What follows belongs to an exercise in optimizing a design on an open flow for small area and a short achievable clock period; a production flow would make more cautious choices.
Only simulation tests tie the RTL to the original design; equivalence was not proved.

<file path="config.mk">
export PLATFORM = sky130hd
export DESIGN_NAME = SortTen
export DESIGN_NICKNAME = SortTen
export VERILOG_FILES = /design/flow/design.v
export SDC_FILE = /design/flow/constraint.sdc
export NUM_CORES = 4
export LEC_CHECK = 0
export ABC_AREA = 1
export CAP_MARGIN = 20
export CORE_MARGIN = 2
export CORE_UTILIZATION = 55
export SLEW_MARGIN = 20
</file>
<file path="constraint.sdc">
create_clock -name core_clock -period 110.0 [get_ports {clk}]
set_input_delay 22.0000 -clock core_clock [delete_from_list [all_inputs] [get_ports {clk}]]
set_output_delay 22.0000 -clock core_clock [all_outputs]
set_load 0.01 [all_outputs]
</file>
<file path="design.v">
module SortTen (clk,
 in0, in1, in2, in3, in4, in5, in6, in7, in8, in9,
 out0, out1, out2, out3, out4, out5, out6, out7, out8, out9);
 input clk;
 input [31:0] in0, in1, in2, in3, in4, in5, in6, in7, in8, in9;
 output reg [31:0] out0, out1, out2, out3, out4, out5, out6, out7, out8, out9;
 reg [31:0] a0, a1, a2, a3, a4, a5, a6, a7, a8, a9;
 always @(posedge clk) begin
  a0 <= in0; a1 <= in1; a2 <= in2; a3 <= in3; a4 <= in4;
  a5 <= in5; a6 <= in6; a7 <= in7; a8 <= in8; a9 <= in9;
 end
 wire [31:0] lo0, hi0;
 cas c0 (.a(a0), .b(a8), .lo(lo0), .hi(hi0));   
 wire [31:0] lo1, hi1;
 cas c1 (.a(a1), .b(a9), .lo(lo1), .hi(hi1));   
 wire [31:0] lo2, hi2;
 cas c2 (.a(a2), .b(a7), .lo(lo2), .hi(hi2));   
 wire [31:0] lo3, hi3;
 cas c3 (.a(a3), .b(a5), .lo(lo3), .hi(hi3));   
 wire [31:0] lo4, hi4;
 cas c4 (.a(a4), .b(a6), .lo(lo4), .hi(hi4));   
 wire [31:0] lo5, hi5;
 cas c5 (.a(lo0), .b(lo2), .lo(lo5), .hi(hi5));   
 wire [31:0] lo6, hi6;
 cas c6 (.a(lo1), .b(lo4), .lo(lo6), .hi(hi6));   
 wire [31:0] lo7, hi7;
 cas c7 (.a(hi3), .b(hi0), .lo(lo7), .hi(hi7));   
 wire [31:0] lo8, hi8;
 cas c8 (.a(hi2), .b(hi1), .lo(lo8), .hi(hi8));   
 wire [31:0] lo9, hi9;
 cas c9 (.a(lo5), .b(lo3), .lo(lo9), .hi(hi9));   
 wire [31:0] lo10, hi10;
 cas c10 (.a(hi5), .b(hi6), .lo(lo10), .hi(hi10));   
 wire [31:0] lo11, hi11;
 cas c11 (.a(lo7), .b(lo8), .lo(lo11), .hi(hi11));   
 wire [31:0] lo12, hi12;
 cas c12 (.a(hi4), .b(hi8), .lo(lo12), .hi(hi12));   
 wire [31:0] lo13, hi13;
 cas c13 (.a(lo9), .b(lo6), .lo(lo13), .hi(hi13));   
 wire [31:0] lo14, hi14;
 cas c14 (.a(hi9), .b(lo12), .lo(lo14), .hi(hi14));   
 wire [31:0] lo15, hi15;
 cas c15 (.a(hi7), .b(hi12), .lo(lo15), .hi(hi15));   
 wire [31:0] lo16, hi16;
 cas c16 (.a(hi13), .b(lo11), .lo(lo16), .hi(hi16));   
 wire [31:0] lo17, hi17;
 cas c17 (.a(lo10), .b(lo14), .lo(lo17), .hi(hi17));   
 wire [31:0] lo18, hi18;
 cas c18 (.a(hi10), .b(lo15), .lo(lo18), .hi(hi18));   
 wire [31:0] lo19, hi19;
 cas c19 (.a(hi14), .b(hi11), .lo(lo19), .hi(hi19));   
 wire [31:0] lo20, hi20;
 cas c20 (.a(lo16), .b(lo17), .lo(lo20), .hi(hi20));   
 wire [31:0] lo21, hi21;
 cas c21 (.a(hi17), .b(hi16), .lo(lo21), .hi(hi21));   
 wire [31:0] lo22, hi22;
 cas c22 (.a(lo18), .b(lo19), .lo(lo22), .hi(hi22));   
 wire [31:0] lo23, hi23;
 cas c23 (.a(hi19), .b(hi18), .lo(lo23), .hi(hi23));   
 wire [31:0] lo24, hi24;
 cas c24 (.a(hi20), .b(lo21), .lo(lo24), .hi(hi24));   
 wire [31:0] lo25, hi25;
 cas c25 (.a(lo22), .b(hi21), .lo(lo25), .hi(hi25));   
 wire [31:0] lo26, hi26;
 cas c26 (.a(hi22), .b(lo23), .lo(lo26), .hi(hi26));   
 wire [31:0] lo27, hi27;
 cas c27 (.a(hi24), .b(lo25), .lo(lo27), .hi(hi27));   
 wire [31:0] lo28, hi28;
 cas c28 (.a(hi25), .b(lo26), .lo(lo28), .hi(hi28));   
 always @(posedge clk) begin
  out0 <= lo13; out1 <= lo20; out2 <= lo24; out3 <= lo27; out4 <= hi27;
  out5 <= lo28; out6 <= hi28; out7 <= hi26; out8 <= hi23; out9 <= hi15;
 end
endmodule
module cas (a, b, lo, hi);
 input [31:0] a, b;
 output [31:0] lo, hi;
 wire [32:0] gt, lt;
 assign gt[32] = 1'b0;
 assign lt[32] = 1'b0;
 genvar i;
 generate for (i = 31; i >= 0; i = i - 1) begin : g
  assign lo[i] = (a[i] | gt[i+1]) & (b[i] | lt[i+1]);
  assign hi[i] = (a[i] & ~lt[i+1]) | (b[i] & ~gt[i+1]);
  assign gt[i] = gt[i+1] | (a[i] & ~lo[i] & ~lt[i+1]);
  assign lt[i] = lt[i+1] | (b[i] & ~lo[i] & ~gt[i+1]);
 end endgenerate
endmodule
</file>
<file path="flow/run.sh">
#!/bin/bash
# Own layout flow: the standard flow (standard.sh), with two changes:
#  - synthesis maps the logic with ABC for least area (flow/abc_area.script)
#    rather than least delay; registers and their names are the standard
#    synthesis's, only the combinational mapping differs;
#  - the port buffers are the smallest buffer, sky130_fd_sc_hd__buf_1.
# Each step's output goes to a log file of its own in this folder.
set -euo pipefail
W=$PWD
rm -rf "$W/scripts_area"
cp -r "$FLOW_HOME/scripts" "$W/scripts_area"
cp "$W/flow/abc_area.script" "$W/scripts_area/abc_area.script"
bash standard.sh SCRIPTS_DIR="$W/scripts_area" ABC_AREA=1 synth > "$W/synth.log" 2>&1
bash standard.sh ABC_AREA=1 "BUFFER_PORTS_ARGS=-buffer_cell sky130_fd_sc_hd__buf_1" > "$W/layout.log" 2>&1
</file>
<file path="flow/abc_area.script">
strash
dc2
&get -n
&nf -a -R 1000
&put
topo
stime -c
</file>
<file path="standard.sh">
#!/bin/bash
# synth_recipe.tcl (not shown) runs the flow's synth.tcl, then flattens the netlist and writes it again
# the make line also repeats each setting of config.mk as NAME=value (left out here)
make -C /OpenROAD-flow-scripts/flow DESIGN_CONFIG=/design/flow/config.mk WORK_HOME=/design/flow/orfs CLKGATE_MAP_FILE= SYNTH_SCRIPT=/design/flow/synth_recipe.tcl "${@:-finish}"
</file>
==> flow_summary.ini, run 1 <==
[status]
status = complete, no violations

[synth]
yosysSeqAreaShare = 0.281
synthAdderAreaFrac = 0
ys_async_sr_fraction = 0
synth_area_leaders = dfxtp_1 (28%), nand2_1 (9.5%), nor2_1 (8.7%)
netlist.area_leader.share = 0.281
ys_types = 46
yosys_warnings = 1
synth_top_family_by_area = compound AO/OA/AOI/OAI gates
synth.most_common_cell = nand2_1
synthesis.instances = 6971
synth_fp_nets = 7292
synth_compound_area_frac = 0.396
synth_seq_cells = 640
synth-edff-count = 0
yosys.area_share.xor_xnor = 0
synth_ff_type = dfxtp_1
muxShareOfSynthArea = 0
yosys.area_share.simple = 0.292
ys_top_cells_by_count = nand2_1 (1150), nor2_1 (1054), a21oi_1 (786)
syn-mean-instance-area_um2 = 6.54
synth_area_mm2 = 0.0456
synth_area_leader_cell = dfxtp_1

[timing]
worstMarginPinSlew_ns = 1.16
relSlewSlack = 0.217
fmax_mhz = 43.1
hold_viol_final = 0
fin_skew_ns = 0.0326
setup_viol = 0
tns_ns = 0
final_max_slew_viol_count = 0
fin_crit_sh = 0.211
grt_setup_unrepaired = no
fin_crit_ns = 23.18

[cts]
numCtsBuffers = 58
cts-root-buf = clkbuf_16
postCtsSetupBuffers = 0
clk_latency_ns = 0.65
clkSlewWorstSetupHoldPaths_ns = 0.07
cts_hold_buffers = 0
ctsResizeCount = 0
cts_max_level = 2
cts_tree = yes
cts.sinks = 640
clk_path_buf_depth = 3

[routing]
first_pass_iters = 6
vias_per_cell = 5.99
vias = 52700
drt_iter0_drc = 4661
antenna_left = 0
drc = 0
totalWireLength_um = 163000
detail_route.wl_per_cell_um = 18.5

[setup_path]
required_ns = 88.00
end_kind = primary output
crit_path_start_kind = flop
cp_top_family = flip-flops
path_cells = buf_1
crit_type = reg2out
arrival_ns = 1.18
crit_path_max_incr_delay_ns = 0.36
slowest_stage = dfxtp_1
crit_fanout = 1
cp_num_buf_inv = 1

[global_routing]
grt_busiest_layer = met2
gr-usage-met1 = 0.478
grt_overflow_total = 0
gr-usage-all-layers = 0.359
grt_max_degree = 16
grt_util_met3 = 0.0362
grt_pass1_vias = 44000
grt_util_met2 = 0.594
antenna_found_initial = 30
grt_first_pass_wirelength_um = 240000

[die]
placementRows = 105
start_util = 0.555
ios = 641
core_area_mm2 = 0.0821
die_area_mm2 = 0.0852
chipHeight_um = 292
dieWidth_um = 292

[layout]
area_growth_pct = 12.6
finish.utilization = 0.625
finalNetCount = 7992
drive_above_1_share = 0.0119

[placement]
place_hpwl_um = 138000
gp_congestion = 1.00
io_buffer_count = 640

[run]
drv_cap = 0

[hold_path]
hp-class = reg2reg
-- worst paths after layout --
| path | depth (start not counted) | to | start | slack, ns |
|---|---|---|---|---|
| hold / removal | 2 | out0[31] | a5[31] | 0.69 |
| setup / recovery | 1 | out6[13] | out6[13] | 86.82 |
| setup reg to reg | 65 | out5[0] | a1[31] | 92.11 |
| hold reg to reg | 2 | out0[31] | a5[31] | 0.69 |
-- cells by family (layout without fill, tap and decap cells) --
group	after synthesis	after routing
other	0	10
and+or+nand+nor	3028	3028
AOI/OAI and AO/OA	2933	2933
DFF	640	640
buffers and inverters	370	1117
-- metrics by stage --
step | setup slack (ns) | hold slack (ns) | cell area (um2) | instances
global placement | 87.55 | 0.663 | 49300 | 8681
finish | 86.82 | 0.685 | 51300 | 8798
global route | 86.80 | 0.733 | 51300 | 8788
CTS | 86.81 | 0.679 | 51300 | 8788
floorplan | 87.67 | 0.579 | 45600 | 6971
detailed placement | 87.52 | 0.661 | 49300 | 8681
-- tightest hold or removal path, cell delays in order, from the launching register on --
cell and delay, ns:
dfxtp_1 0.41, nand3_1 0.18, nor2_1 0.05
-- per-layer routing --
metal | wire [um] | part of all wire
met1 | 70100 | 0.43
met2 | 72900 | 0.45
met3 | 12700 | 0.078
met4 | 7350 | 0.045
met5 | 70 | 0.00043
-- final cells by class --
type | instances | area [um2]
antenna | 10 | 25.0
inverter | 370 | 1390
sequential | 640 | 12800
timing repair buffer | 640 | 2400
clock inverter | 23 | 292
fill | 7669 | 30800
multi-input combinational | 5961 | 31400
tap | 1070 | 1340
clock buffer | 84 | 1690
-- state kept, by name (all words and copies together), names as in the netlist --
register  count
a0           32
a1           32
a2           32
a3           32
a4           32
a5           32
a6           32
a7           32
a8           32
a9           32
out0         32
out1         32
out2         32
out3         32
out4         32
out5         32
out6         32
out7         32
out8         32
out9         32
-- placed cells by master, fill, tap and decap left out, drive strengths merged, types with 4 or more instances in the layout --
cell,n
a21boi,154
or3,47
o21bai,127
o32ai,9
o21ai,714
clkbuf,84
nand2,1150
o211ai,4
and2,185
nor2b,190
a21bo,9
o31a,35
o22ai,106
a21o,78
clkinvlp,6
o2bb2ai,52
a22oi,47
a32o,29
bufinv,6
o21a,75
a32oi,36
nor2,1054
nor3,37
buf,640
o31ai,269
nand2b,134
a21oi,786
a31o,31
clkinv,379
diode,10
dfxtp,640
nand3,48
a2bb2oi,8
a22o,7
a31oi,335
a211oi,5
or2,174
==> inputs of run 2 (changes only) <==
--- a/config.mk
+++ b/config.mk
@@ -10,3 +10,5 @@
 export CORE_MARGIN = 2
 export CORE_UTILIZATION = 55
+export CTS_CLUSTER_DIAMETER = 100
+export CTS_CLUSTER_SIZE = 25
 export SLEW_MARGIN = 20
==> run 2 against run 1 <==
Net effect: synthesized area did not move; clock skew increased by 0.0061 ns; synthesized cell count stayed put; sequential share of layout area is 0.63 points higher; wire length down 1.0%; die area unchanged; cell count decreased by 0.92%; register-to-register slack got worse by 0.08 ns; critical endpoint is now out3[10].
==> flow_summary.ini, run 2 <==
[setup_path]
critPathLaunch = out3[10]
slowest_stage = dfxtp_1
crit_path_max_incr_delay_ns = 0.34
crit_fanout = 1
arrival_ns = 1.17
path_cells = buf_1
end_kind = primary output
r2r_start = a1[31]
crit_path_start_kind = flop
cp_top_family = flip-flops
cp_num_buf_inv = 1
required_ns = 88.00
crit_type = reg2out

[layout]
mostFrequentLayoutCells = nand2_1 (1150), nor2_1 (1054), a21oi_1 (786), o21ai_0 (714)
mostFrequentLayoutCell = nand2_1
area_growth_pct = 9.86
finalNetCount = 7963
design_area_mm2 = 0.0501
final-seq-area_mm2 = 0.0128
nFillCells = 7870
drive_above_1_share = 0.00393
multi_input_area_mm2 = 0.0314

[synth]
ys_async_sr_fraction = 0
ys_top_cells_by_count = nand2_1 (1150), nor2_1 (1054), a21oi_1 (786)
synthesis.instances = 6971
yosysSeqAreaShare = 0.281
synth_seq_cells = 640
yosys_warnings = 1
ys_types = 46
synth_fp_nets = 7292
syn-mean-instance-area_um2 = 6.54
synth_ff_type = dfxtp_1
synth_area_leader_cell = dfxtp_1
synth.most_common_cell = nand2_1
synth-edff-count = 0
synth_area_mm2 = 0.0456
synth_area_leaders = dfxtp_1 (28%), nand2_1 (9.5%), nor2_1 (8.7%)
netlist.area_leader.share = 0.281

[cts]
ctsResizeCount = 0
cts_hold_buffers = 0
cts_max_level = 1
clk_path_buf_depth = 3
postCtsSetupBuffers = 0
cts.sinks = 640
numCtsBuffers = 29
cts_tree = yes
clk_latency_ns = 0.66
clkSlewWorstSetupHoldPaths_ns = 0.09
cts-root-buf = clkbuf_16

[run]
drv_cap = 0

[timing]
setup_viol = 0
relSlewSlack = 0.175
tns_ns = 0
hold_viol_final = 0
timing.hold.ws_ns = 0.686
fmax_mhz = 43.2
fin_crit_sh = 0.211
fin_skew_ns = 0.0387
worstMarginPinSlew_ns = 1.23
grt_setup_unrepaired = no
fin_crit_ns = 23.17
fin_ws_ns = 86.83
final_max_slew_viol_count = 0

[routing]
drc = 0
vias = 52200
detail_route.wl_per_cell_um = 18.5
first_pass_iters = 7
antenna_left = 0
vias_per_cell = 5.99
totalWireLength_um = 161000
drt_iter0_drc = 4425

[hold_path]
min_from = a5[31]
hp-class = reg2reg

[placement]
gp_congestion = 1.00
pre_cts_ws_ns = 87.52
place_area_mm2 = 0.0493
io_buffer_count = 640
place_hpwl_um = 138000

[die]
ios = 641
dieWidth_um = 292
start_util = 0.555
placementRows = 105
chipHeight_um = 292
die_area_mm2 = 0.0852
core_area_mm2 = 0.0821

[global_routing]
grt_max_degree = 26
grt_overflow_total = 0
grt_pass1_vias = 43400
gr-usage-all-layers = 0.354
grt_first_pass_wirelength_um = 238000
antenna_found_initial = 17

[status]
status = complete, no violations
run 2: final timing paths:
kind | depth (start not counted) | slack, ns | endpoint
max | 1 | 86.83 | out3[10]
min | 2 | 0.69 | out0[31]
max reg2reg | 65 | 92.03 | out5[0]
min reg2reg | 2 | 0.69 | out0[31]
run 2: cell families (layout without fill, tap and decap cells):
| kind of cell | count (synthesis) | in the layout | share of synthesized area |
|---|---|---|---|
| buf+inv | 370 | 1040 | 0.0305 |
| compound gates | 2933 | 2933 | 0.396 |
| flops | 640 | 640 | 0.281 |
| simple gates | 3028 | 3028 | 0.292 |
| other cells | 0 | 6 | 0 |
run 2: layout make-up:
type	instances	share of cell area
clock inverter	1	0.000225
antenna	6	0.000300
multi-input combinational	5961	0.627
inverter	370	0.0277
tap	1070	0.0267
timing repair buffer	640	0.0480
clock buffer	29	0.0145
sequential	640	0.256
run 2: worst register-to-register path, delay by kind of cell (launching register included):
kind / cells / cell delay, ns
buffers and inverters: 2 / 0.28
AOI/OAI and AO/OA: 37 / 12.21
and+or+nand+nor: 26 / 4.81
DFF: 1 / 0.55
run 2: routing by layer:
layer	vias up	part of all wire	track usage
li1	26300	-	-
met1	23700	0.44	0.476
met2	1914	0.45	0.596
met3	226	0.073	0.0328
met4	2	0.037	0.117
met5	-	0.00011	0
run 2: stage by stage:
step,instances,utilization
2_1_floorplan,6971,-
3_5_place_dp,8681,0.601
5_1_grt,8711,0.610
6_report,8717,0.610
4_1_cts,8711,0.610
3_3_place_gp,8681,0.601
==> inputs of run 3 (changes only) <==
--- a/design.v
+++ b/design.v
@@ -83,6 +83,6 @@
   assign lo[i] = (a[i] | gt[i+1]) & (b[i] | lt[i+1]);
   assign hi[i] = (a[i] & ~lt[i+1]) | (b[i] & ~gt[i+1]);
-  assign gt[i] = gt[i+1] | (a[i] & ~lo[i] & ~lt[i+1]);
-  assign lt[i] = lt[i+1] | (b[i] & ~lo[i] & ~gt[i+1]);
+  assign gt[i] = gt[i+1] | (a[i] & ~b[i] & ~lt[i+1]);
+  assign lt[i] = lt[i+1] | (b[i] & ~a[i] & ~gt[i+1]);
  end endgenerate
 endmodule
==> flow/abc_area.script (replaced) <==
strash
&get -n
&dch
&nf -a -R 1000
&put
topo
stime -c
==> run 3 against run 2 <==
Net effect: still clean; global-route usage rose by 1.7 points; non-clock buffer count increased by 1; sequential cell count is the same; critical path type unchanged; critical endpoint is now out7[5]; largest cell class unchanged.
==> flow_summary.ini, run 3 <==
[status]
status = complete, no violations

[hold_path]
min_from = a5[31]
hp-class = reg2reg
min_to = out0[31]
min_path_cells = 2

[routing]
antenna_left = 0
drc = 0
detail_route.wl_per_cell_um = 19.9
vias_per_cell = 6.27
drt_iter0_drc = 5043
totalWireLength_um = 168000
vias = 53100
first_pass_iters = 6

[layout]
mostFrequentLayoutCells = nand2_1 (1048), nor2_1 (934), a21oi_1 (739), o21ai_0 (684)
area_growth_pct = 11.0
finalNetCount = 7691
mostFrequentLayoutCell = nand2_1
drive_above_1_share = 0.00704

[timing]
tns_ns = 0
fin_crit_ns = 23.12
fin_skew_ns = 0.0399
final_max_slew_viol_count = 0
fin_crit_sh = 0.210
relSlewSlack = 0.108
grt_setup_unrepaired = no
setup_viol = 0
fmax_mhz = 43.2
hold_viol_final = 0
worstMarginPinSlew_ns = 1.33

[synth]
synth_fp_nets = 7012
yosysSeqAreaShare = 0.286
syn-mean-instance-area_um2 = 6.69
synth.most_common_cell = nand2_1
synth_area_leader_cell = dfxtp_1
synth_area_mm2 = 0.0447
synth_area_leaders = dfxtp_1 (29%), nand2_1 (8.8%), a21oi_1 (8.3%)
netlist.area_leader.share = 0.286
yosys_warnings = 1
ys_types = 46
synth-edff-count = 0
ys_top_cells_by_count = nand2_1 (1048), nor2_1 (934), a21oi_1 (739)
synth_seq_cells = 640
synthesis.instances = 6691
synth_ff_type = dfxtp_1
ys_async_sr_fraction = 0

[die]
chipHeight_um = 289
start_util = 0.555
die_area_mm2 = 0.0836
ios = 641
placementRows = 104
core_area_mm2 = 0.0805
dieWidth_um = 289

[setup_path]
ff2ff_path_depth = 51
end_kind = primary output
crit_fanout = 1
cp_num_buf_inv = 1
required_ns = 88.00
cp_top_family = flip-flops
r2r_start = a7[31]
crit_type = reg2out
r2r-end = out5[0]
crit_path_start_kind = flop
path_cells = buf_1
reg2reg_slack_ns = 93.89
slowest_stage = dfxtp_1
arrival_ns = 1.12
crit_path_max_incr_delay_ns = 0.34

[cts]
clk_latency_ns = 0.63
cts_tree = yes
numCtsBuffers = 36
cts_hold_buffers = 0
cts_max_level = 2
cts.sinks = 640
ctsResizeCount = 0
cts-root-buf = clkbuf_16
clk_path_buf_depth = 3
clkSlewWorstSetupHoldPaths_ns = 0.09
postCtsSetupBuffers = 0

[placement]
gp_congestion = 1.10
io_buffer_count = 640
place_hpwl_um = 141000

[global_routing]
grt_max_degree = 26
grt_overflow_total = 0
grt_first_pass_wirelength_um = 240000
gr-usage-all-layers = 0.371
antenna_found_initial = 27
grt_pass1_vias = 43700

[run]
drv_cap = 0
## run 3: changes by cell type after synthesis, moves of 122 or more
cell,change
a21boi_0,-130
nor2b_1,-148
a31o_1,+139
a31oi_1,+181
o31a_1,+191
clkinv_1,+122
## run 3: cells by family after synthesis
kind of cell / after synthesis / synth area share
compound gates: 3216 / 0.458
buf+inv: 492 / 0.0413
flops: 640 / 0.286
simple gates: 2343 / 0.214
## run 3: metrics by stage
| stage | util | hold WS, ns | instances | setup slack (ns) | instance area, um2 |
|---|---|---|---|---|---|
| floorplan | - | 0.557 | 6691 | 87.67 | 44700 |
| global placement | 0.602 | 0.701 | 8392 | 87.54 | 48500 |
| detailed placement | 0.602 | 0.696 | 8392 | 87.53 | 48500 |
| CTS | 0.616 | 0.713 | 8443 | 86.85 | 49600 |
| global route | 0.616 | 0.770 | 8453 | 86.84 | 49600 |
| finish | 0.616 | 0.735 | 8462 | 86.88 | 49600 |
## run 3: cell type report
class	count	area, um2
Clock buffer	39	953
Fill cell	7586	30900
Multi-Input combinational cell	5559	30100
Sequential cell	640	12800
Tap cell	1060	1330
Clock inverter	12	178
Antenna cell	19	47.5
Timing Repair Buffer	641	2410
Inverter	492	1850
## run 3: worst max path at each step
stage / startpoint / end / cells after the start
floorplan: out0[0] / out0[0] / 0
global placement: out0[31] / out0[31] / 1
detailed placement: out7[5] / out7[5] / 1
CTS: out7[5] / out7[5] / 1
global route: out5[29] / out5[29] / 1
finish: out7[5] / out7[5] / 1
## run 3: routing by layer
| metal | share of wire | vias up | track usage |
|---|---|---|---|
| met3 | 0.090 | 383 | 0.0569 |
| li1 | - | 26300 | - |
| met4 | 0.060 | 12 | 0.208 |
| met1 | 0.42 | 24100 | 0.481 |
| met5 | 0.00043 | - | 0 |
| met2 | 0.43 | 2276 | 0.590 |
==> inputs of run 4 (changes only) <==
==> flow/abc_area.script (replaced) <==
strash
amap
topo
stime -c
==> run 4 against run 3 <==
Net effect: highest routed layer unchanged; clock skew shrank 0.011 ns; wire length is 0.88% lower; global-route usage is 0.92 points higher; synthesized cell count fell by 3.2%.
==> flow_summary.ini, run 4 <==
[status]
status = complete, no violations

[global_routing]
grt_max_degree = 26
grt_first_pass_wirelength_um = 240000
grt_overflow_total = 0
grt_pass1_vias = 44000
antenna_found_initial = 25
gr-usage-all-layers = 0.381

[synth]
synth.most_common_cell = o31ai_1
netlist.area_leader.share = 0.298
syn-mean-instance-area_um2 = 6.64
synth_area_leaders = dfxtp_1 (30%), o31ai_1 (15%), a31oi_1 (12%)
ys_types = 14
synth_area_leader_cell = dfxtp_1
yosysSeqAreaShare = 0.298
synth_fp_nets = 6796
synth-edff-count = 0
synth_area_mm2 = 0.0430
ys_top_cells_by_count = o31ai_1 (855), nand2_1 (832), a31oi_1 (831)
ys_async_sr_fraction = 0
yosys_warnings = 1
synth_seq_cells = 640
synthesis.instances = 6475
synth_ff_type = dfxtp_1

[layout]
mostFrequentLayoutCells = o31ai_1 (853), nand2_1 (832), a31oi_1 (831), o21ai_0 (805), nor2_1 (780)
nFillCells = 7424
mostFrequentLayoutCell = o31ai_1
finalNetCount = 7468
design_area_mm2 = 0.0476
drive_above_1_share = 0.00517
area_growth_pct = 10.6

[routing]
totalWireLength_um = 167000
drc = 0
detail_route.wl_per_cell_um = 20.4
drt_iter0_drc = 5418
first_pass_iters = 9
vias = 53200
vias_per_cell = 6.49
antenna_left = 0

[placement]
place_hpwl_um = 140000
pre_cts_ws_ns = 87.52
io_buffer_count = 640
place_area_mm2 = 0.0467
gp_congestion = 1.00

[hold_path]
min_from = a3[31]
hp-class = reg2reg
min_path_cells = 4
min_to = out0[31]

[timing]
tns_ns = 0
fin_ws_ns = 86.84
timing.hold.ws_ns = 0.643
worstMarginPinSlew_ns = 1.19
final_max_slew_viol_count = 0
setup_viol = 0
fin_skew_ns = 0.0287
fin_crit_sh = 0.211
relSlewSlack = 0.199
hold_viol_final = 0
grt_setup_unrepaired = no
fmax_mhz = 43.2
fin_crit_ns = 23.16

[die]
chipHeight_um = 284
ios = 641
die_area_mm2 = 0.0804
core_area_mm2 = 0.0775
dieWidth_um = 284
start_util = 0.555
placementRows = 102

[setup_path]
required_ns = 88.00
path_cells = buf_1
crit_type = reg2out
crit_path_max_incr_delay_ns = 0.34
cp_num_buf_inv = 1
ff2ff_path_depth = 74
end_kind = primary output
cp_top_family = flip-flops
r2r_start = a7[31]
crit_fanout = 1
reg2reg_slack_ns = 90.19
arrival_ns = 1.16
slowest_stage = dfxtp_1
r2r-end = out3[0]
crit_path_start_kind = flop

[cts]
numCtsBuffers = 30
clk_latency_ns = 0.66
postCtsSetupBuffers = 0
cts_tree = yes
cts-root-buf = clkbuf_16
cts_hold_buffers = 0
ctsResizeCount = 0
cts.sinks = 640
clk_path_buf_depth = 3
clkSlewWorstSetupHoldPaths_ns = 0.09
cts_max_level = 1

[run]
drv_cap = 0
==> run 4: cell families (layout without fill, tap and decap cells) <==
logic type	after synthesis	after routing	synth area share
DFF	640	640	0.298
AOI/OAI and AO/OA	3539	3539	0.501
and+or+nand+nor	1617	1617	0.141
other	0	6	0
buffers and inverters	679	1354	0.0593
==> run 4: routing by layer <==
metal,global-route usage,routed length (um)
met1,0.442,63500
met2,0.671,78200
met3,0.0540,14300
met4,0.214,10800
met5,0,128
==> run 4: worst max-delay path by stage <==
stage,cells past startpoint,start,end,slack (ns)
3_3_place_gp,1,out4[14],out4[14],87.54
3_5_place_dp,1,out8[10],out8[10],87.52
2_1_floorplan,0,out0[0],out0[0],87.67
4_1_cts,1,out5[14],out5[14],86.81
6_report,1,out8[10],out8[10],86.84
5_1_grt,1,out6[0],out6[0],86.80
==> run 4: final cells by class <==
cell class | count | area [um2] | share of cell area
clock inverters | 4 | 67.6 | 0.00142
multi-input cells | 5156 | 27600 | 0.581
well taps | 1040 | 1300 | 0.0274
repair buffers | 640 | 2400 | 0.0505
flip-flops and latches | 640 | 12800 | 0.269
diodes | 6 | 15.0 | 0.000316
clock buffers | 31 | 776 | 0.0163
inverters | 679 | 2550 | 0.0536
==> run 4: tightest hold or removal path: cells and delay by family (launching register included) <==
kind                   cells  cell delay, ns
flip-flops                 1            0.33
AND/OR/NAND/NOR            2            0.14
buffers and inverters      2            0.14
==> run 4: stage by stage <==
step	utilization	cells
after floorplan	-	6475
after global placement	0.603	8155
after detailed placement	0.603	8155
after CTS	0.614	8190
after global routing	0.614	8191
final	0.614	8196

port drivers added, routing unchanged:
Ports are ideal in the flow. The routed layouts listed here were re-timed in OpenROAD.
Step 1 assumes that a clkbuf_16 drives the clock port and a buf_2 every other input.
Step 2 also shifts input and output timing later by t, the mid clock arrival at the registers, as if the neighbouring blocks saw the same clock.
a / b / c = ideal ports / drivers / drivers and shift; a / b = the first two.
run	t (ns)	setup WS [ns]	worst hold slack (ns)	slew at the worst register clock pin (ns)
run 1	0.706	86.823 / 86.753 / 87.460	0.685 / 0.685 / 0.685	0.07 / 0.07
run 2	0.710	86.832 / 86.759 / 87.470	0.686 / 0.686 / 0.686	0.10 / 0.10
run 3	0.678	86.877 / 86.805 / 87.483	0.735 / 0.735 / 0.735	0.10 / 0.10
run 4	0.724	86.836 / 86.763 / 87.487	0.643 / 0.643 / 0.643	0.11 / 0.11
After both steps setup and hold are still met in every run listed.
